This design comes from an exercise in tuning for small area and a short achievable clock period on the open sky130 flow, not from production work. No functional check of the RTL was part of this run. Power and IR drop assume default switching activity.

<file path="flow/run.sh">
#!/bin/bash
# synth_recipe.tcl (not shown) runs the flow's synth.tcl, then flattens the netlist and writes it again
# the make line also repeats each setting of config.mk as NAME=value (left out here)
make -C /OpenROAD-flow-scripts/flow DESIGN_CONFIG=/design/flow/config.mk WORK_HOME=/design/flow/orfs CLKGATE_MAP_FILE= SYNTH_SCRIPT=/design/flow/synth_recipe.tcl finish
</file>
<file path="flow/config.mk">
export PLATFORM = sky130hd
export DESIGN_NAME = PE
export DESIGN_NICKNAME = PE
export VERILOG_FILES = /design/flow/design.v
export SDC_FILE = /design/flow/constraint.sdc
export NUM_CORES = 4
export LEC_CHECK = 0
export CAP_MARGIN = 20
export CORE_MARGIN = 2
export CORE_UTILIZATION = 40
export SLEW_MARGIN = 20
</file>
<file path="flow/constraint.sdc">
create_clock -name core_clock -period 6.5 [get_ports {clk}]
set_input_delay 1.3000 -clock core_clock [delete_from_list [all_inputs] [get_ports {clk}]]
set_output_delay 1.3000 -clock core_clock [all_outputs]
set_load 0.01 [all_outputs]
</file>
<file path="flow/design.v">
`timescale 1ns/1ps
module register #(
    parameter NUM_STAGES = 2,
    parameter DATA_WIDTH = 2,
    parameter USE_RESET  = 1
)(
    input  wire                  CLK,
    input  wire                  RESET,
    input  wire [DATA_WIDTH-1:0] DIN,
    output wire [DATA_WIDTH-1:0] DOUT
);
genvar i;
generate
if (NUM_STAGES == 0)
begin : pass
    assign DOUT = DIN;
end
else
begin : stages
    reg [NUM_STAGES*DATA_WIDTH-1:0] din_delay;
    for (i=0; i<NUM_STAGES; i=i+1)
    begin : REGISTER_STAGES
        wire [DATA_WIDTH-1:0] prev;
        if (i == 0) begin : first
            assign prev = DIN;
        end else begin : rest
            assign prev = din_delay[(i-1)*DATA_WIDTH+:DATA_WIDTH];
        end
        always @(posedge CLK)
        begin
            if (USE_RESET && RESET)
                din_delay[i*DATA_WIDTH+:DATA_WIDTH] <= 0;
            else
                din_delay[i*DATA_WIDTH+:DATA_WIDTH] <= prev;
        end
    end
    assign DOUT = din_delay[(NUM_STAGES-1)*DATA_WIDTH+:DATA_WIDTH];
end
endgenerate
endmodule
`timescale 1ns/1ps
module macc (
  input  wire                 clk,
  input  wire                 reset,
  input  wire                 enable,
  input  wire                 clear,
  input  wire [ 2 : 0 ]       op_code,
  input  wire [ 15 : 0 ]      op_0,
  input  wire [ 15 : 0 ]      op_1,
  input  wire [ 15 : 0 ]      op_add,
  output wire [ 15 : 0 ]      out
);
  reg  [15:0] a1;
  reg  [7:0] neg1, one1, two1;
  reg  [15:0] add1;
  reg  [1:0] mode1;
  reg  en1, clr1;
  wire [15:0] b = op_code[0] ? op_0 : op_1;
  wire [16:0] bx = {b, 1'b0};
  wire [7:0] neg0, one0, two0;
  genvar g;
  generate for (g = 0; g < 8; g = g + 1) begin : booth
    assign neg0[g] = bx[2*g+2];
    assign one0[g] = bx[2*g+1] ^ bx[2*g];
    assign two0[g] = (bx[2*g+2] & ~bx[2*g+1] & ~bx[2*g]) | (~bx[2*g+2] & bx[2*g+1] & bx[2*g]);
  end endgenerate
  always @(posedge clk) begin
    a1    <= op_0;
    neg1  <= neg0;
    one1  <= one0;
    two1  <= two0;
    add1  <= op_add;
    mode1 <= op_code[2:1];
    en1   <= enable && !reset;
    clr1  <= clear;
  end
  wire pp0_0;
  wire pp0_1;
  wire pp0_2;
  wire pp0_3;
  wire pp0_4;
  wire pp0_5;
  wire pp0_6;
  wire pp0_7;
  wire pp0_8;
  wire pp0_9;
  wire pp0_10;
  wire pp0_11;
  wire pp0_12;
  wire pp0_13;
  wire pp0_14;
  wire pp0_15;
  wire pp1_0;
  wire pp1_1;
  wire pp1_2;
  wire pp1_3;
  wire pp1_4;
  wire pp1_5;
  wire pp1_6;
  wire pp1_7;
  wire pp1_8;
  wire pp1_9;
  wire pp1_10;
  wire pp1_11;
  wire pp1_12;
  wire pp1_13;
  wire pp2_0;
  wire pp2_1;
  wire pp2_2;
  wire pp2_3;
  wire pp2_4;
  wire pp2_5;
  wire pp2_6;
  wire pp2_7;
  wire pp2_8;
  wire pp2_9;
  wire pp2_10;
  wire pp2_11;
  wire pp3_0;
  wire pp3_1;
  wire pp3_2;
  wire pp3_3;
  wire pp3_4;
  wire pp3_5;
  wire pp3_6;
  wire pp3_7;
  wire pp3_8;
  wire pp3_9;
  wire pp4_0;
  wire pp4_1;
  wire pp4_2;
  wire pp4_3;
  wire pp4_4;
  wire pp4_5;
  wire pp4_6;
  wire pp4_7;
  wire pp5_0;
  wire pp5_1;
  wire pp5_2;
  wire pp5_3;
  wire pp5_4;
  wire pp5_5;
  wire pp6_0;
  wire pp6_1;
  wire pp6_2;
  wire pp6_3;
  wire pp7_0;
  wire pp7_1;
  wire t2s1;
  wire t2c2;
  wire t2s3;
  wire t2c4;
  wire t2s5;
  wire t2c6;
  wire t2s7;
  wire t2c8;
  wire t2s9;
  wire t2c10;
  wire t2s11;
  wire t2c12;
  wire t2s13;
  wire t2c14;
  wire t2s15;
  wire t2c16;
  wire t2s17;
  wire t2c18;
  wire t2s19;
  wire t2c20;
  wire t2s21;
  wire t2c22;
  wire t2s23;
  wire t2c24;
  wire t2s25;
  wire t2c26;
  wire t2s27;
  wire t2c28;
  wire t2s29;
  wire t2c30;
  wire t2s31;
  wire t2c32;
  wire t2s33;
  wire t2c34;
  wire t2s35;
  wire t2c36;
  wire t2s37;
  wire t2c38;
  wire t2s39;
  wire t2c40;
  wire t2s41;
  wire t2c42;
  wire t2s43;
  wire t2c44;
  wire t2s45;
  wire t2c46;
  wire t2s47;
  wire t2c48;
  wire t2s49;
  wire t2c50;
  wire t2s51;
  wire t2c52;
  wire t2s53;
  wire t2c54;
  wire t2s55;
  wire t2c56;
  wire t2s57;
  wire t2c58;
  wire t2s59;
  wire t2c60;
  wire t2s61;
  wire t2c62;
  wire t2s63;
  wire t2c64;
  wire t2s65;
  wire t2c66;
  wire t2s67;
  wire t2c68;
  wire t2s69;
  wire t2c70;
  wire t2s71;
  wire t2c72;
  wire t2s73;
  wire t2s74;
  wire t2s75;
  wire t2s76;
  wire t2s77;
  wire t2s78;
  assign pp0_0 = (one1[0] & a1[0]) ^ neg1[0];
  assign pp0_1 = ((one1[0] & a1[1]) | (two1[0] & a1[0])) ^ neg1[0];
  assign pp0_2 = ((one1[0] & a1[2]) | (two1[0] & a1[1])) ^ neg1[0];
  assign pp0_3 = ((one1[0] & a1[3]) | (two1[0] & a1[2])) ^ neg1[0];
  assign pp0_4 = ((one1[0] & a1[4]) | (two1[0] & a1[3])) ^ neg1[0];
  assign pp0_5 = ((one1[0] & a1[5]) | (two1[0] & a1[4])) ^ neg1[0];
  assign pp0_6 = ((one1[0] & a1[6]) | (two1[0] & a1[5])) ^ neg1[0];
  assign pp0_7 = ((one1[0] & a1[7]) | (two1[0] & a1[6])) ^ neg1[0];
  assign pp0_8 = ((one1[0] & a1[8]) | (two1[0] & a1[7])) ^ neg1[0];
  assign pp0_9 = ((one1[0] & a1[9]) | (two1[0] & a1[8])) ^ neg1[0];
  assign pp0_10 = ((one1[0] & a1[10]) | (two1[0] & a1[9])) ^ neg1[0];
  assign pp0_11 = ((one1[0] & a1[11]) | (two1[0] & a1[10])) ^ neg1[0];
  assign pp0_12 = ((one1[0] & a1[12]) | (two1[0] & a1[11])) ^ neg1[0];
  assign pp0_13 = ((one1[0] & a1[13]) | (two1[0] & a1[12])) ^ neg1[0];
  assign pp0_14 = ((one1[0] & a1[14]) | (two1[0] & a1[13])) ^ neg1[0];
  assign pp0_15 = ((one1[0] & a1[15]) | (two1[0] & a1[14])) ^ neg1[0];
  assign pp1_0 = (one1[1] & a1[0]) ^ neg1[1];
  assign pp1_1 = ((one1[1] & a1[1]) | (two1[1] & a1[0])) ^ neg1[1];
  assign pp1_2 = ((one1[1] & a1[2]) | (two1[1] & a1[1])) ^ neg1[1];
  assign pp1_3 = ((one1[1] & a1[3]) | (two1[1] & a1[2])) ^ neg1[1];
  assign pp1_4 = ((one1[1] & a1[4]) | (two1[1] & a1[3])) ^ neg1[1];
  assign pp1_5 = ((one1[1] & a1[5]) | (two1[1] & a1[4])) ^ neg1[1];
  assign pp1_6 = ((one1[1] & a1[6]) | (two1[1] & a1[5])) ^ neg1[1];
  assign pp1_7 = ((one1[1] & a1[7]) | (two1[1] & a1[6])) ^ neg1[1];
  assign pp1_8 = ((one1[1] & a1[8]) | (two1[1] & a1[7])) ^ neg1[1];
  assign pp1_9 = ((one1[1] & a1[9]) | (two1[1] & a1[8])) ^ neg1[1];
  assign pp1_10 = ((one1[1] & a1[10]) | (two1[1] & a1[9])) ^ neg1[1];
  assign pp1_11 = ((one1[1] & a1[11]) | (two1[1] & a1[10])) ^ neg1[1];
  assign pp1_12 = ((one1[1] & a1[12]) | (two1[1] & a1[11])) ^ neg1[1];
  assign pp1_13 = ((one1[1] & a1[13]) | (two1[1] & a1[12])) ^ neg1[1];
  assign pp2_0 = (one1[2] & a1[0]) ^ neg1[2];
  assign pp2_1 = ((one1[2] & a1[1]) | (two1[2] & a1[0])) ^ neg1[2];
  assign pp2_2 = ((one1[2] & a1[2]) | (two1[2] & a1[1])) ^ neg1[2];
  assign pp2_3 = ((one1[2] & a1[3]) | (two1[2] & a1[2])) ^ neg1[2];
  assign pp2_4 = ((one1[2] & a1[4]) | (two1[2] & a1[3])) ^ neg1[2];
  assign pp2_5 = ((one1[2] & a1[5]) | (two1[2] & a1[4])) ^ neg1[2];
  assign pp2_6 = ((one1[2] & a1[6]) | (two1[2] & a1[5])) ^ neg1[2];
  assign pp2_7 = ((one1[2] & a1[7]) | (two1[2] & a1[6])) ^ neg1[2];
  assign pp2_8 = ((one1[2] & a1[8]) | (two1[2] & a1[7])) ^ neg1[2];
  assign pp2_9 = ((one1[2] & a1[9]) | (two1[2] & a1[8])) ^ neg1[2];
  assign pp2_10 = ((one1[2] & a1[10]) | (two1[2] & a1[9])) ^ neg1[2];
  assign pp2_11 = ((one1[2] & a1[11]) | (two1[2] & a1[10])) ^ neg1[2];
  assign pp3_0 = (one1[3] & a1[0]) ^ neg1[3];
  assign pp3_1 = ((one1[3] & a1[1]) | (two1[3] & a1[0])) ^ neg1[3];
  assign pp3_2 = ((one1[3] & a1[2]) | (two1[3] & a1[1])) ^ neg1[3];
  assign pp3_3 = ((one1[3] & a1[3]) | (two1[3] & a1[2])) ^ neg1[3];
  assign pp3_4 = ((one1[3] & a1[4]) | (two1[3] & a1[3])) ^ neg1[3];
  assign pp3_5 = ((one1[3] & a1[5]) | (two1[3] & a1[4])) ^ neg1[3];
  assign pp3_6 = ((one1[3] & a1[6]) | (two1[3] & a1[5])) ^ neg1[3];
  assign pp3_7 = ((one1[3] & a1[7]) | (two1[3] & a1[6])) ^ neg1[3];
  assign pp3_8 = ((one1[3] & a1[8]) | (two1[3] & a1[7])) ^ neg1[3];
  assign pp3_9 = ((one1[3] & a1[9]) | (two1[3] & a1[8])) ^ neg1[3];
  assign pp4_0 = (one1[4] & a1[0]) ^ neg1[4];
  assign pp4_1 = ((one1[4] & a1[1]) | (two1[4] & a1[0])) ^ neg1[4];
  assign pp4_2 = ((one1[4] & a1[2]) | (two1[4] & a1[1])) ^ neg1[4];
  assign pp4_3 = ((one1[4] & a1[3]) | (two1[4] & a1[2])) ^ neg1[4];
  assign pp4_4 = ((one1[4] & a1[4]) | (two1[4] & a1[3])) ^ neg1[4];
  assign pp4_5 = ((one1[4] & a1[5]) | (two1[4] & a1[4])) ^ neg1[4];
  assign pp4_6 = ((one1[4] & a1[6]) | (two1[4] & a1[5])) ^ neg1[4];
  assign pp4_7 = ((one1[4] & a1[7]) | (two1[4] & a1[6])) ^ neg1[4];
  assign pp5_0 = (one1[5] & a1[0]) ^ neg1[5];
  assign pp5_1 = ((one1[5] & a1[1]) | (two1[5] & a1[0])) ^ neg1[5];
  assign pp5_2 = ((one1[5] & a1[2]) | (two1[5] & a1[1])) ^ neg1[5];
  assign pp5_3 = ((one1[5] & a1[3]) | (two1[5] & a1[2])) ^ neg1[5];
  assign pp5_4 = ((one1[5] & a1[4]) | (two1[5] & a1[3])) ^ neg1[5];
  assign pp5_5 = ((one1[5] & a1[5]) | (two1[5] & a1[4])) ^ neg1[5];
  assign pp6_0 = (one1[6] & a1[0]) ^ neg1[6];
  assign pp6_1 = ((one1[6] & a1[1]) | (two1[6] & a1[0])) ^ neg1[6];
  assign pp6_2 = ((one1[6] & a1[2]) | (two1[6] & a1[1])) ^ neg1[6];
  assign pp6_3 = ((one1[6] & a1[3]) | (two1[6] & a1[2])) ^ neg1[6];
  assign pp7_0 = (one1[7] & a1[0]) ^ neg1[7];
  assign pp7_1 = ((one1[7] & a1[1]) | (two1[7] & a1[0])) ^ neg1[7];
  assign t2s1 = neg1[2] ^ pp0_4;
  assign t2c2 = neg1[2] & pp0_4;
  assign t2s3 = pp0_5 ^ pp1_3;
  assign t2c4 = pp0_5 & pp1_3;
  assign t2s5 = neg1[3] ^ pp0_6 ^ pp1_4;
  assign t2c6 = (neg1[3] & pp0_6) | (neg1[3] & pp1_4) | (pp0_6 & pp1_4);
  assign t2s7 = pp2_2 ^ pp3_0;
  assign t2c8 = pp2_2 & pp3_0;
  assign t2s9 = pp0_7 ^ pp1_5 ^ pp2_3;
  assign t2c10 = (pp0_7 & pp1_5) | (pp0_7 & pp2_3) | (pp1_5 & pp2_3);
  assign t2s11 = pp3_1 ^ t2c8;
  assign t2c12 = pp3_1 & t2c8;
  assign t2s13 = neg1[4] ^ pp0_8 ^ pp1_6;
  assign t2c14 = (neg1[4] & pp0_8) | (neg1[4] & pp1_6) | (pp0_8 & pp1_6);
  assign t2s15 = pp2_4 ^ pp3_2 ^ pp4_0;
  assign t2c16 = (pp2_4 & pp3_2) | (pp2_4 & pp4_0) | (pp3_2 & pp4_0);
  assign t2s17 = t2c12 ^ t2c10;
  assign t2c18 = t2c12 & t2c10;
  assign t2s19 = pp0_9 ^ pp1_7 ^ pp2_5;
  assign t2c20 = (pp0_9 & pp1_7) | (pp0_9 & pp2_5) | (pp1_7 & pp2_5);
  assign t2s21 = pp3_3 ^ pp4_1 ^ t2c14;
  assign t2c22 = (pp3_3 & pp4_1) | (pp3_3 & t2c14) | (pp4_1 & t2c14);
  assign t2s23 = t2c16 ^ t2s19;
  assign t2c24 = t2c16 & t2s19;
  assign t2s25 = neg1[5] ^ pp0_10 ^ pp1_8;
  assign t2c26 = (neg1[5] & pp0_10) | (neg1[5] & pp1_8) | (pp0_10 & pp1_8);
  assign t2s27 = pp2_6 ^ pp3_4 ^ pp4_2;
  assign t2c28 = (pp2_6 & pp3_4) | (pp2_6 & pp4_2) | (pp3_4 & pp4_2);
  assign t2s29 = pp5_0 ^ t2c20 ^ t2s25;
  assign t2c30 = (pp5_0 & t2c20) | (pp5_0 & t2s25) | (t2c20 & t2s25);
  assign t2s31 = t2s27 ^ t2c24;
  assign t2c32 = t2s27 & t2c24;
  assign t2s33 = pp0_11 ^ pp1_9 ^ pp2_7;
  assign t2c34 = (pp0_11 & pp1_9) | (pp0_11 & pp2_7) | (pp1_9 & pp2_7);
  assign t2s35 = pp3_5 ^ pp4_3 ^ pp5_1;
  assign t2c36 = (pp3_5 & pp4_3) | (pp3_5 & pp5_1) | (pp4_3 & pp5_1);
  assign t2s37 = t2c26 ^ t2c28 ^ t2s33;
  assign t2c38 = (t2c26 & t2c28) | (t2c26 & t2s33) | (t2c28 & t2s33);
  assign t2s39 = t2s35 ^ t2c32;
  assign t2c40 = t2s35 & t2c32;
  assign t2s41 = neg1[6] ^ pp0_12 ^ pp1_10;
  assign t2c42 = (neg1[6] & pp0_12) | (neg1[6] & pp1_10) | (pp0_12 & pp1_10);
  assign t2s43 = pp2_8 ^ pp3_6 ^ pp4_4;
  assign t2c44 = (pp2_8 & pp3_6) | (pp2_8 & pp4_4) | (pp3_6 & pp4_4);
  assign t2s45 = pp5_2 ^ pp6_0 ^ t2c34;
  assign t2c46 = (pp5_2 & pp6_0) | (pp5_2 & t2c34) | (pp6_0 & t2c34);
  assign t2s47 = t2c36 ^ t2s41 ^ t2s43;
  assign t2c48 = (t2c36 & t2s41) | (t2c36 & t2s43) | (t2s41 & t2s43);
  assign t2s49 = t2c38 ^ t2s45;
  assign t2c50 = t2c38 & t2s45;
  assign t2s51 = pp0_13 ^ pp1_11 ^ pp2_9;
  assign t2c52 = (pp0_13 & pp1_11) | (pp0_13 & pp2_9) | (pp1_11 & pp2_9);
  assign t2s53 = pp3_7 ^ pp4_5 ^ pp5_3;
  assign t2c54 = (pp3_7 & pp4_5) | (pp3_7 & pp5_3) | (pp4_5 & pp5_3);
  assign t2s55 = pp6_1 ^ t2c42 ^ t2c44;
  assign t2c56 = (pp6_1 & t2c42) | (pp6_1 & t2c44) | (t2c42 & t2c44);
  assign t2s57 = t2s51 ^ t2s53 ^ t2c46;
  assign t2c58 = (t2s51 & t2s53) | (t2s51 & t2c46) | (t2s53 & t2c46);
  assign t2s59 = t2c48 ^ t2s55;
  assign t2c60 = t2c48 & t2s55;
  assign t2s61 = neg1[7] ^ pp0_14 ^ pp1_12;
  assign t2c62 = (neg1[7] & pp0_14) | (neg1[7] & pp1_12) | (pp0_14 & pp1_12);
  assign t2s63 = pp2_10 ^ pp3_8 ^ pp4_6;
  assign t2c64 = (pp2_10 & pp3_8) | (pp2_10 & pp4_6) | (pp3_8 & pp4_6);
  assign t2s65 = pp5_4 ^ pp6_2 ^ pp7_0;
  assign t2c66 = (pp5_4 & pp6_2) | (pp5_4 & pp7_0) | (pp6_2 & pp7_0);
  assign t2s67 = t2c52 ^ t2c54 ^ t2s61;
  assign t2c68 = (t2c52 & t2c54) | (t2c52 & t2s61) | (t2c54 & t2s61);
  assign t2s69 = t2s63 ^ t2s65 ^ t2c56;
  assign t2c70 = (t2s63 & t2s65) | (t2s63 & t2c56) | (t2s65 & t2c56);
  assign t2s71 = t2s67 ^ t2c60;
  assign t2c72 = t2s67 & t2c60;
  assign t2s73 = pp0_15 ^ pp1_13 ^ pp2_11;
  assign t2s74 = pp3_9 ^ pp4_7 ^ pp5_5;
  assign t2s75 = pp6_3 ^ pp7_1 ^ t2c62;
  assign t2s76 = t2c64 ^ t2c66 ^ t2s73;
  assign t2s77 = t2s74 ^ t2c68 ^ t2s75;
  assign t2s78 = t2s76 ^ t2c70;
  reg  p2_0_0;
  reg  p2_0_1;
  reg  p2_1_0;
  reg  p2_2_0;
  reg  p2_2_1;
  reg  p2_2_2;
  reg  p2_3_0;
  reg  p2_3_1;
  reg  p2_4_0;
  reg  p2_4_1;
  reg  p2_4_2;
  reg  p2_5_0;
  reg  p2_5_1;
  reg  p2_5_2;
  reg  p2_6_0;
  reg  p2_6_1;
  reg  p2_6_2;
  reg  p2_7_0;
  reg  p2_7_1;
  reg  p2_7_2;
  reg  p2_8_0;
  reg  p2_8_1;
  reg  p2_8_2;
  reg  p2_9_0;
  reg  p2_9_1;
  reg  p2_9_2;
  reg  p2_10_0;
  reg  p2_10_1;
  reg  p2_10_2;
  reg  p2_11_0;
  reg  p2_11_1;
  reg  p2_11_2;
  reg  p2_12_0;
  reg  p2_12_1;
  reg  p2_12_2;
  reg  p2_13_0;
  reg  p2_13_1;
  reg  p2_13_2;
  reg  p2_14_0;
  reg  p2_14_1;
  reg  p2_14_2;
  reg  p2_15_0;
  reg  p2_15_1;
  reg  p2_15_2;
  reg  [15:0] add2;
  reg  [1:0] mode2;
  reg  en2, clr2;
  always @(posedge clk) begin
    p2_0_0 <= neg1[0];
    p2_0_1 <= pp0_0;
    p2_1_0 <= pp0_1;
    p2_2_0 <= neg1[1];
    p2_2_1 <= pp0_2;
    p2_2_2 <= pp1_0;
    p2_3_0 <= pp0_3;
    p2_3_1 <= pp1_1;
    p2_4_0 <= pp1_2;
    p2_4_1 <= pp2_0;
    p2_4_2 <= t2s1;
    p2_5_0 <= pp2_1;
    p2_5_1 <= t2c2;
    p2_5_2 <= t2s3;
    p2_6_0 <= t2c4;
    p2_6_1 <= t2s7;
    p2_6_2 <= t2s5;
    p2_7_0 <= t2c6;
    p2_7_1 <= t2s11;
    p2_7_2 <= t2s9;
    p2_8_0 <= t2s13;
    p2_8_1 <= t2s15;
    p2_8_2 <= t2s17;
    p2_9_0 <= t2c18;
    p2_9_1 <= t2s23;
    p2_9_2 <= t2s21;
    p2_10_0 <= t2c22;
    p2_10_1 <= t2s29;
    p2_10_2 <= t2s31;
    p2_11_0 <= t2c30;
    p2_11_1 <= t2s37;
    p2_11_2 <= t2s39;
    p2_12_0 <= t2s47;
    p2_12_1 <= t2c40;
    p2_12_2 <= t2s49;
    p2_13_0 <= t2c50;
    p2_13_1 <= t2s59;
    p2_13_2 <= t2s57;
    p2_14_0 <= t2c58;
    p2_14_1 <= t2s69;
    p2_14_2 <= t2s71;
    p2_15_0 <= t2c72;
    p2_15_1 <= t2s77;
    p2_15_2 <= t2s78;
    add2  <= add1;
    mode2 <= mode1;
    en2   <= en1;
    clr2  <= clr1;
  end
  reg  [15:0] acc;
  wire [15:0] dadd = mode2[0] ? acc : mode2[1] ? add2 : 16'd0;
  wire t3s79;
  wire t3c80;
  wire t3s81;
  wire t3c82;
  wire t3s83;
  wire t3c84;
  wire t3s85;
  wire t3c86;
  wire t3s87;
  wire t3c88;
  wire t3s89;
  wire t3c90;
  wire t3s91;
  wire t3c92;
  wire t3s93;
  wire t3c94;
  wire t3s95;
  wire t3c96;
  wire t3s97;
  wire t3c98;
  wire t3s99;
  wire t3c100;
  wire t3s101;
  wire t3c102;
  wire t3s103;
  wire t3c104;
  wire t3s105;
  wire t3c106;
  wire t3s107;
  wire t3c108;
  wire t3s109;
  wire t3c110;
  wire t3s111;
  wire t3c112;
  wire t3s113;
  wire t3c114;
  wire t3s115;
  wire t3c116;
  wire t3s117;
  wire t3c118;
  wire t3s119;
  wire t3c120;
  wire t3s121;
  wire t3c122;
  wire t3s123;
  wire t3c124;
  wire t3s125;
  wire t3c126;
  wire t3s127;
  wire t3c128;
  wire t3s129;
  wire t3c130;
  wire t3s131;
  wire t3c132;
  wire t3s133;
  wire t3c134;
  wire t3s135;
  wire t3s136;
  assign t3s79 = p2_0_0 ^ p2_0_1;
  assign t3c80 = p2_0_0 & p2_0_1;
  assign t3s81 = p2_1_0 ^ t3c80;
  assign t3c82 = p2_1_0 & t3c80;
  assign t3s83 = p2_2_0 ^ p2_2_1 ^ p2_2_2;
  assign t3c84 = (p2_2_0 & p2_2_1) | (p2_2_0 & p2_2_2) | (p2_2_1 & p2_2_2);
  assign t3s85 = dadd[2] ^ t3c82;
  assign t3c86 = dadd[2] & t3c82;
  assign t3s87 = p2_3_0 ^ p2_3_1 ^ dadd[3];
  assign t3c88 = (p2_3_0 & p2_3_1) | (p2_3_0 & dadd[3]) | (p2_3_1 & dadd[3]);
  assign t3s89 = t3c84 ^ t3c86;
  assign t3c90 = t3c84 & t3c86;
  assign t3s91 = p2_4_0 ^ p2_4_1 ^ p2_4_2;
  assign t3c92 = (p2_4_0 & p2_4_1) | (p2_4_0 & p2_4_2) | (p2_4_1 & p2_4_2);
  assign t3s93 = dadd[4] ^ t3s91 ^ t3c88;
  assign t3c94 = (dadd[4] & t3s91) | (dadd[4] & t3c88) | (t3s91 & t3c88);
  assign t3s95 = p2_5_0 ^ p2_5_1 ^ p2_5_2;
  assign t3c96 = (p2_5_0 & p2_5_1) | (p2_5_0 & p2_5_2) | (p2_5_1 & p2_5_2);
  assign t3s97 = dadd[5] ^ t3c92 ^ t3s95;
  assign t3c98 = (dadd[5] & t3c92) | (dadd[5] & t3s95) | (t3c92 & t3s95);
  assign t3s99 = p2_6_0 ^ p2_6_1 ^ p2_6_2;
  assign t3c100 = (p2_6_0 & p2_6_1) | (p2_6_0 & p2_6_2) | (p2_6_1 & p2_6_2);
  assign t3s101 = dadd[6] ^ t3c96 ^ t3s99;
  assign t3c102 = (dadd[6] & t3c96) | (dadd[6] & t3s99) | (t3c96 & t3s99);
  assign t3s103 = p2_7_0 ^ p2_7_1 ^ p2_7_2;
  assign t3c104 = (p2_7_0 & p2_7_1) | (p2_7_0 & p2_7_2) | (p2_7_1 & p2_7_2);
  assign t3s105 = dadd[7] ^ t3c100 ^ t3s103;
  assign t3c106 = (dadd[7] & t3c100) | (dadd[7] & t3s103) | (t3c100 & t3s103);
  assign t3s107 = p2_8_0 ^ p2_8_1 ^ p2_8_2;
  assign t3c108 = (p2_8_0 & p2_8_1) | (p2_8_0 & p2_8_2) | (p2_8_1 & p2_8_2);
  assign t3s109 = dadd[8] ^ t3c104 ^ t3s107;
  assign t3c110 = (dadd[8] & t3c104) | (dadd[8] & t3s107) | (t3c104 & t3s107);
  assign t3s111 = p2_9_0 ^ p2_9_1 ^ p2_9_2;
  assign t3c112 = (p2_9_0 & p2_9_1) | (p2_9_0 & p2_9_2) | (p2_9_1 & p2_9_2);
  assign t3s113 = dadd[9] ^ t3c108 ^ t3s111;
  assign t3c114 = (dadd[9] & t3c108) | (dadd[9] & t3s111) | (t3c108 & t3s111);
  assign t3s115 = p2_10_0 ^ p2_10_1 ^ p2_10_2;
  assign t3c116 = (p2_10_0 & p2_10_1) | (p2_10_0 & p2_10_2) | (p2_10_1 & p2_10_2);
  assign t3s117 = dadd[10] ^ t3c112 ^ t3s115;
  assign t3c118 = (dadd[10] & t3c112) | (dadd[10] & t3s115) | (t3c112 & t3s115);
  assign t3s119 = p2_11_0 ^ p2_11_1 ^ p2_11_2;
  assign t3c120 = (p2_11_0 & p2_11_1) | (p2_11_0 & p2_11_2) | (p2_11_1 & p2_11_2);
  assign t3s121 = dadd[11] ^ t3c116 ^ t3s119;
  assign t3c122 = (dadd[11] & t3c116) | (dadd[11] & t3s119) | (t3c116 & t3s119);
  assign t3s123 = p2_12_0 ^ p2_12_1 ^ p2_12_2;
  assign t3c124 = (p2_12_0 & p2_12_1) | (p2_12_0 & p2_12_2) | (p2_12_1 & p2_12_2);
  assign t3s125 = dadd[12] ^ t3c120 ^ t3s123;
  assign t3c126 = (dadd[12] & t3c120) | (dadd[12] & t3s123) | (t3c120 & t3s123);
  assign t3s127 = p2_13_0 ^ p2_13_1 ^ p2_13_2;
  assign t3c128 = (p2_13_0 & p2_13_1) | (p2_13_0 & p2_13_2) | (p2_13_1 & p2_13_2);
  assign t3s129 = dadd[13] ^ t3c124 ^ t3s127;
  assign t3c130 = (dadd[13] & t3c124) | (dadd[13] & t3s127) | (t3c124 & t3s127);
  assign t3s131 = p2_14_0 ^ p2_14_1 ^ p2_14_2;
  assign t3c132 = (p2_14_0 & p2_14_1) | (p2_14_0 & p2_14_2) | (p2_14_1 & p2_14_2);
  assign t3s133 = dadd[14] ^ t3c128 ^ t3s131;
  assign t3c134 = (dadd[14] & t3c128) | (dadd[14] & t3s131) | (t3c128 & t3s131);
  assign t3s135 = p2_15_0 ^ p2_15_1 ^ p2_15_2;
  assign t3s136 = dadd[15] ^ t3c132 ^ t3s135;
  wire [15:0] rx = {t3c134, t3c130, t3c126, t3c122, t3c118, t3c114, t3c110, t3c106, t3c102, t3c98, t3s97, t3c90, t3s87, t3s83, dadd[1], dadd[0]};
  wire [15:0] ry = {t3s136, t3s133, t3s129, t3s125, t3s121, t3s117, t3s113, t3s109, t3s105, t3s101, t3c94, t3s93, t3s89, t3s85, t3s81, t3s79};
  always @(posedge clk) begin
    if (reset || clr2)
      acc <= 16'd0;
    else if (en2)
      acc <= rx + ry;
  end
  assign out = acc;
endmodule
module ram
#(
  parameter integer DATA_WIDTH    = 16,
  parameter integer ADDR_WIDTH    = 5
)
(
  input  wire                         clk,
  input  wire                         reset,
  input  wire                         s_read_req,
  input  wire [ ADDR_WIDTH  -1 : 0 ]  s_read_addr,
  output reg  [ DATA_WIDTH  -1 : 0 ]  s_read_data,
  input  wire                         s_write_req,
  input  wire [ ADDR_WIDTH  -1 : 0 ]  s_write_addr,
  input  wire [ DATA_WIDTH  -1 : 0 ]  s_write_data
);
  reg  [ DATA_WIDTH -1 : 0 ] mem [ 0 : (1<<ADDR_WIDTH)-1 ];
  reg  [ ADDR_WIDTH -1 : 0 ] rd_addr;
  reg  [ ADDR_WIDTH -1 : 0 ] wr_addr;
  reg  [ DATA_WIDTH -1 : 0 ] wr_data;
  reg                        rd_addr_v;
  reg                        wr_addr_v;
  always @(posedge clk) begin
    rd_addr_v <= s_read_req && !reset;
    wr_addr_v <= s_write_req && !reset;
    rd_addr   <= s_read_addr;
    wr_addr   <= s_write_addr;
    wr_data   <= s_write_data;
  end
  always @(posedge clk)
    if (wr_addr_v)
      mem[wr_addr] <= wr_data;
  always @(posedge clk)
    if (reset)
      s_read_data <= 0;
    else if (rd_addr_v)
      s_read_data <= mem[rd_addr];
endmodule
`timescale 1ns/1ps
module fifo
#(
    parameter   DATA_WIDTH          = 16,
    parameter   ADDR_WIDTH          = 4,
    parameter   RAM_DEPTH           = (1 << ADDR_WIDTH)
)(
    input  wire                         clk,
    input  wire                         reset,
    input  wire                         push,
    input  wire                         pop,
    input  wire [ DATA_WIDTH -1 : 0 ]   data_in,
    output reg  [ DATA_WIDTH -1 : 0 ]   data_out
);
reg     [ADDR_WIDTH-1:0]        wr_pointer;
reg     [ADDR_WIDTH-1:0]        rd_pointer;
reg     [ADDR_WIDTH  :0]        fifo_count;
reg     [DATA_WIDTH-1:0]        mem[0:RAM_DEPTH-1];
wire empty = (fifo_count == 0);
wire full  = (fifo_count == RAM_DEPTH);
wire do_push = push && !full;
wire do_pop  = pop && !empty;
always @ (posedge clk)
begin
  if (reset)
    fifo_count <= 0;
  else if (do_push && !do_pop)
    fifo_count <= fifo_count + 1;
  else if (do_pop && !do_push)
    fifo_count <= fifo_count - 1;
end
always @ (posedge clk)
begin
  if (reset)
    wr_pointer <= 0;
  else if (do_push)
    wr_pointer <= wr_pointer + 1;
end
always @ (posedge clk)
begin
  if (reset)
    rd_pointer <= 0;
  else if (do_pop)
    rd_pointer <= rd_pointer + 1;
end
always @ (posedge clk)
  if (do_push)
    mem[wr_pointer] <= data_in;
always @ (posedge clk)
  if (do_pop)
    data_out <= mem[rd_pointer];
endmodule
module activation #(
  parameter OP_WIDTH  = 16
) (
  input  wire                                         clk,
  input  wire                                         enable,
  input  wire        [ OP_WIDTH           -1 : 0 ]    in,
  output wire        [ OP_WIDTH           -1 : 0 ]    out
);
reg [OP_WIDTH-1:0] activation_data;
always @(posedge clk)
  if (enable)
    activation_data <= ($signed(in) > 0) ? in : {OP_WIDTH{1'b0}};
  else
    activation_data <= in;
assign out = activation_data;
endmodule
`timescale 1ns/1ps
module PE #(
  parameter integer PE_BUF_ADDR_WIDTH   = 5,
  parameter integer OP_WIDTH            = 16,
  parameter integer ACC_WIDTH           = 16,
  parameter         LAYER_NORM          = "NO"
)
(
  input  wire                                         clk,
  input  wire                                         reset,
  input  wire                                         mask,
  input  wire  [ 10+2*PE_BUF_ADDR_WIDTH -1 : 0 ]      ctrl,
  input  wire                                         src_2_sel,
  input  wire  [ OP_WIDTH             -1 : 0 ]        read_data_0,
  input  wire  [ OP_WIDTH             -1 : 0 ]        read_data_1,
  input  wire  [ OP_WIDTH             -1 : 0 ]        read_data_2,
  output wire  [ OP_WIDTH             -1 : 0 ]        lrn_center,
  output wire  [ OP_WIDTH             -1 : 0 ]        write_data,
  output wire  [ OP_WIDTH             -1 : 0 ]        pe_buffer_read_data,
  input  wire                                         pe_neuron_read_req,
  input  wire  [ OP_WIDTH             -1 : 0 ]        pe_neuron_write_data,
  input  wire                                         pe_neuron_write_req,
  input  wire  [ PE_BUF_ADDR_WIDTH    -1 : 0 ]        pe_neuron_write_addr,
  output wire                                         write_valid
);
  localparam integer OP_CODE_WIDTH  = 3;
  wire [ OP_WIDTH           -1 : 0 ]  pe_buffer_write_data;
  wire [ OP_WIDTH           -1 : 0 ]  pe_buffer_read_data_d;
  wire                                src_2_sel_dd;
  wire                                _pe_buffer_write_req;
  wire                                pe_buffer_write_req;
  wire                                pe_buffer_read_req;
  wire                                _pe_buffer_read_req;
  wire                                flush, flush_d;
  wire                                enable;
  wire [ OP_CODE_WIDTH      -1 : 0 ]  op_code;
  wire [ PE_BUF_ADDR_WIDTH  -1 : 0 ]  buf_rd_addr;
  wire [ PE_BUF_ADDR_WIDTH  -1 : 0 ]  _buf_wr_addr;
  wire [ PE_BUF_ADDR_WIDTH  -1 : 0 ]  buf_wr_addr;
  wire [ OP_WIDTH           -1 : 0 ]  conv_out;
  wire                                norm_fifo_push;
  wire                                norm_fifo_pop;
  wire [ OP_WIDTH           -1 : 0 ]  macc_out;
  assign {norm_fifo_push, norm_fifo_pop,
    buf_rd_addr, _buf_wr_addr,
    flush, write_valid, _pe_buffer_write_req, _pe_buffer_read_req, enable, op_code} = ctrl;
  assign pe_buffer_read_req  = _pe_buffer_read_req || pe_neuron_read_req;
  assign pe_buffer_write_req = _pe_buffer_write_req || pe_neuron_write_req;
  assign buf_wr_addr = pe_neuron_write_req ? pe_neuron_write_addr : _buf_wr_addr;
  wire [OP_WIDTH-1:0] macc_op_add = src_2_sel_dd == 0 ?
    read_data_2 : pe_buffer_read_data;
  assign conv_out = !flush_d ? macc_out : pe_buffer_read_data_d;
  register #(.NUM_STAGES(2), .DATA_WIDTH(1)) src_2_delay (
    .CLK(clk), .RESET(reset), .DIN(src_2_sel), .DOUT(src_2_sel_dd));
  register #(.NUM_STAGES(3), .DATA_WIDTH(1)) macc_en_delay (
    .CLK(clk), .RESET(reset), .DIN(flush), .DOUT(flush_d));
  register #(.NUM_STAGES(3), .DATA_WIDTH(OP_WIDTH), .USE_RESET(0)) fifo_out_delay (
    .CLK(clk), .RESET(reset), .DIN(pe_buffer_read_data), .DOUT(pe_buffer_read_data_d));
  macc MACC_pe (
    .clk      ( clk                 ),
    .reset    ( reset               ),
    .enable   ( enable && mask      ),
    .clear    ( !mask               ),
    .op_code  ( op_code             ),
    .op_0     ( read_data_0         ),
    .op_1     ( read_data_1         ),
    .op_add   ( macc_op_add         ),
    .out      ( macc_out            )
  );
  assign pe_buffer_write_data = pe_neuron_write_req ? pe_neuron_write_data : conv_out;
  ram #(
    .DATA_WIDTH               ( OP_WIDTH                 ),
    .ADDR_WIDTH               ( PE_BUF_ADDR_WIDTH        )
  ) pe_buffer (
    .clk                      ( clk                      ),
    .reset                    ( reset                    ),
    .s_write_req              ( pe_buffer_write_req      ),
    .s_write_data             ( pe_buffer_write_data     ),
    .s_write_addr             ( buf_wr_addr              ),
    .s_read_req               ( pe_buffer_read_req       ),
    .s_read_data              ( pe_buffer_read_data      ),
    .s_read_addr              ( buf_rd_addr              )
  );
  activation #(
    .OP_WIDTH                 ( OP_WIDTH                 )
  ) ReLU (
    .clk                      ( clk                      ),
    .enable                   ( 1'b0                     ),
    .in                       ( conv_out                 ),
    .out                      ( write_data               )
  );
  fifo #(
    .DATA_WIDTH               ( OP_WIDTH                 ),
    .ADDR_WIDTH               ( 4                        )
  ) norm_fifo (
    .clk                      ( clk                      ),
    .reset                    ( reset                    ),
    .push                     ( norm_fifo_push           ),
    .pop                      ( norm_fifo_pop            ),
    .data_in                  ( read_data_0              ),
    .data_out                 ( lrn_center               )
  );
endmodule
</file>
==> summary.md <==
| Metric | Value |
|---|---|
| Vias per cell | `5.36` |
| Critical R2R Capture | `MACC_pe.acc[13]` |
| Core Rows | `116` |
| Hold Path Cell Cnt | `0` |
| RePlAce Congestion | `0.837` |
| Clk slew on worst S/H paths | `0.06 ns` |
| Slew margin rel. | `23.6%` |
| Synth Area in XOR/XNOR | `2.42%` |
| Biggest area consumer among synthesized cells | `edfxtp_1` |
| Setup TNS | `0 ns` |
| Power density over cell area | `374 nW/um2` |
| Final period demand of the worst path | `4.06 ns` |
| Port Buf Inserts | `141` |
| Leakage | `16.0 nW` |
| Vias in the first global route | `21300` |
| Worst slew pin tran | `1.14 ns` |
| Yosys warns | `7` |
| Pins Over Slew Limit | `0` |
| # fillers | `8349` |
| CP endpoint kind | `flop` |
| Avg WL per Cell | `25.0 um` |
| Multiplexer share of the synthesized area | `15.7%` |
| Max Cap Viol | `0` |
| Clk buf depth | `3` |
| Largest net degree at the start of global routing | `99` |
| Post-synth EDFFs | `784` |
| Simple-Gate Fraction of Synth Area | `2.04%` |
| DP Wirelength | `58.0 mm` |
| Sequential fraction of the synthesis area | `71.2%` |
| Maximum fanout along the worst path | `18` |
| Syn avg cell area | `19.0 um2` |
| Ys flop type | `edfxtp_1` |
| Via count | `20300` |
| Clock skew | `0.0359 ns` |
| Hold WS | `0.325 ns` |
| R2r setup slk | `2.44 ns` |
| Top post-synthesis cells by count | `edfxtp_1, dfxtp_1, mux4_2` |
| Hold path startpoint | `fifo_out_delay.stages.din_delay[30]` |
| Fraction of registers with async set/reset | `0%` |
| Largest stage delay on the critical path | `0.76 ns` |
| Worst hold endpoint | `fifo_out_delay.stages.din_delay[46]` |
| Sink Count | `1050` |
| PnR worst setup slack | `2.44 ns` |
| Post-Route WL | `94.9 mm` |
| Required time worst endpoint | `7.13 ns` |
| Hold buffers post-CTS | `0` |
| Initial antenna violation count | `3` |
| Core area | `100000 um2` |
| Clock buffer count from CTS | `106` |
| GRT Total Usage | `18.4%` |
| Most common cell in the netlist | `edfxtp_1` |
| Power Total | `17.7 mW` |
| # DRC | `0` |
| Final setup violation count | `0` |
| Clock latency (worst-skew pair) | `0.71 ns` |
| Slowest stage cell on the critical path | `dfxtp_1` |
| Critical path cell sequence | `a22oi_1 -> fa_1 -> fa_1 -> inv_1 -> ha_1 -> a21oi_1 -> o21ai_0 -> o21ai_0 -> a31oi_1 -> nor4b_1 -> a211o_1` |
| CTS root buf | `clkbuf_16` |
| RR Startpoint | `MACC_pe.mode2[0]` |
| HP Class | `flop to flop` |
| Layout cells sized above 1 | `23.3%` |
| First-pass DRT Iterations | `5` |
| Fin nets | `2530` |
| FF-to-FF path depth | `11` |
| FF+latch count, synth | `1050` |
| Final Hold Fails | `0` |
| GRT overflow | `0` |
| F_max | `246 MHz` |
| First-pass GRT wire length | `140 mm` |
| Setup repair bufs after CTS | `0` |
| Routed met2 length | `45.9 mm` |
| Num ports | `144` |
| Synth area leaders | `edfxtp_1, mux4_2, dfxtp_1` |
| Synthesized Nets | `2321` |
| CP Data Arrival Time | `4.69 ns` |
| Largest family of logic cells by synthesized area | `multiplexers` |
| Effective utilization at floorplan | `40.4%` |
| Startpoint class of the critical path | `flop` |
| # resized after CTS | `0` |
| Syn-to-layout area delta | `16.7%` |
| Synth cell types | `46` |
| Critical setup path kind | `flop to flop` |
| Post-synthesis adder-cell area fraction | `3.72%` |
| Initial drt markers | `1899` |
| Gate Count Post-Synth | `2136` |
| Setup Slack @ Placement | `2.47 ns` |
| RSZ-0062 raised after global routing | `false` |
| Wire length on met1 | `41.6 mm` |
| Post-synth design cell area | `40500 um2` |
| Die Wd | `322 um` |
| H-tree depth | `3` |
| Final Cycle Share | `62.5%` |
| Highest metal layer with signal wires | `met4` |
| CTS tree | `yes` |
| Max IR drop VDD | `0.291 mV` |
| Synth top area share | `58.1%` |
| Die Height | `322 um` |
| Final ANT Viol Nets | `0` |
| Status | `complete, no violations` |
| Synth Area in Compound Gates | `2.97%` |
| Die footprint | `104000 um2` |
| Met3 Routed Length | `5.79 mm` |
placed cells by master, fill, tap and decap left out, types with 6 or more instances in the layout:
cell	Yosys	routed
fa_1	51	51
a211oi_1	20	20
a21o_1	8	8
mux4_2	240	240
nand2_1	42	42
nor2_1	99	67
inv_1	81	81
buf_4	5	68
edfxtp_1	784	784
clkbuf_1	61	28
xor2_1	31	31
mux2i_1	35	35
o21a_1	9	9
a22oi_1	73	73
nand3b_1	6	6
clkdlybuf4s50_1	0	140
clkbuf_16	0	107
o21ai_0	20	20
nor2b_1	7	7
nand3_1	14	14
a21oi_1	20	20
a22o_1	6	6
bufinv_16	0	10
clkinv_1	1	21
mux2_2	55	55
clkinv_2	0	15
dfxtp_2	0	11
dfxtp_1	266	252
xnor2_1	81	81
ha_1	39	39
nor2_2	0	32
metal layers:
| metal | global-route usage [%] | vias to the layer above |
|---|---|---|
| met5 | 0 | - |
| met2 | 29.8 | 691 |
| met1 | 26.3 | 10800 |
| li1 | - | 8750 |
| met4 | 4.42 | 0 |
| met3 | 2.91 | 117 |
worst max-delay path by stage:
stage | start | to | depth (start not counted)
after floorplan | MACC_pe.mode2[0] | MACC_pe.acc[13] | 14
after global placement | ctrl[19] | norm_fifo.fifo_count[4] | 10
after detailed placement | MACC_pe.mode2[0] | MACC_pe.acc[15] | 11
after CTS | MACC_pe.mode2[0] | MACC_pe.acc[13] | 11
after global routing | MACC_pe.mode2[0] | MACC_pe.acc[15] | 11
final | MACC_pe.mode2[0] | MACC_pe.acc[13] | 11
sequential cells by signal, indices dropped and copies added (netlist names), 8 cells and up:
signal and flops:
fifo_out_delay.stages.din_delay 48, MACC_pe.neg1 8, MACC_pe.one1 8, pe_buffer.mem 512, norm_fifo.data_out 16, norm_fifo.mem 256
MACC_pe.add2 16, pe_buffer.wr_data 16, MACC_pe.add1 16, pe_buffer.s_read_data 16, MACC_pe.acc 16, MACC_pe.two1 8
MACC_pe.a1 16, ReLU.activation_data 16
area by class of cell:
type / count / area (um2) / area share (%)
tap: 1357 / 1700 / 3.59
timing repair buffer: 211 / 1950 / 4.13
clock buffer: 140 / 2850 / 6.03
multi-input combinational: 894 / 11000 / 23.2
clock inverter: 56 / 608 / 1.29
inverter: 82 / 308 / 0.651
antenna: 1 / 2.50 / 0.00529
sequential: 1050 / 28900 / 61.1
cells by family (layout without fill, tap and decap cells):
logic type	after synthesis	count (layout)
other	0	1
and+or+nand+nor	190	190
xor gates and xnor gates	112	112
adders and majority gates	90	90
AOI/OAI and AO/OA	172	172
buffers and inverters	192	489
muxes	330	330
DFF	1050	1050
stage by stage:
stage / cell area [um2] / cells / util (%)
after floorplan: 40500 / 2136 / -
after global placement: 43800 / 3593 / 43.7
after detailed placement: 43800 / 3593 / 43.7
after CTS: 47300 / 3789 / 47.1
after global routing: 47300 / 3790 / 47.2
final: 47300 / 3791 / 47.2
worst max-delay path: cells and delay by family, from the launching register on:
family | cells | cell delay, ns
buffers and inverters | 1 | 0.05
and+or+nand+nor | 1 | 0.33
adders and majority gates | 3 | 1.32
DFF | 1 | 0.76
AOI/OAI and AO/OA | 6 | 1.54
power by group:
part / switching (mW) / internal (mW)
Combinational: 1.91 / 1.67
Sequential: 0.410 / 7.68
Clock: 2.53 / 3.49

what the ideal ports hide:
Ports are ideal in the flow. The routed layout listed here was re-timed in OpenROAD.
Step 1 (the two cells are an assumption about what drives the block):
set clk [get_ports {clk}]
set_driving_cell -lib_cell sky130_fd_sc_hd__clkbuf_16 $clk
set_driving_cell -lib_cell sky130_fd_sc_hd__buf_2 [delete_from_list [all_inputs] $clk]
Step 2, shift: input delay + t, output delay - t, t = (earliest + latest rising clock arrival at the registers) / 2. This alone moves slack from input paths to output paths.
a / b / c = ideal / step 1 / step 2; a / b = the first two.
t, ns: 0.754
setup WS [ns]: 2.439 / 2.439 / 2.439
hold WS [ns]: 0.325 / 0.325 / 0.325
worst data-port slew with drivers (ns): 0.06
After both steps setup and hold are still met in this run. The setup slack of this run moves by 0.000 ns with the drivers and by 0.000 ns with both steps.
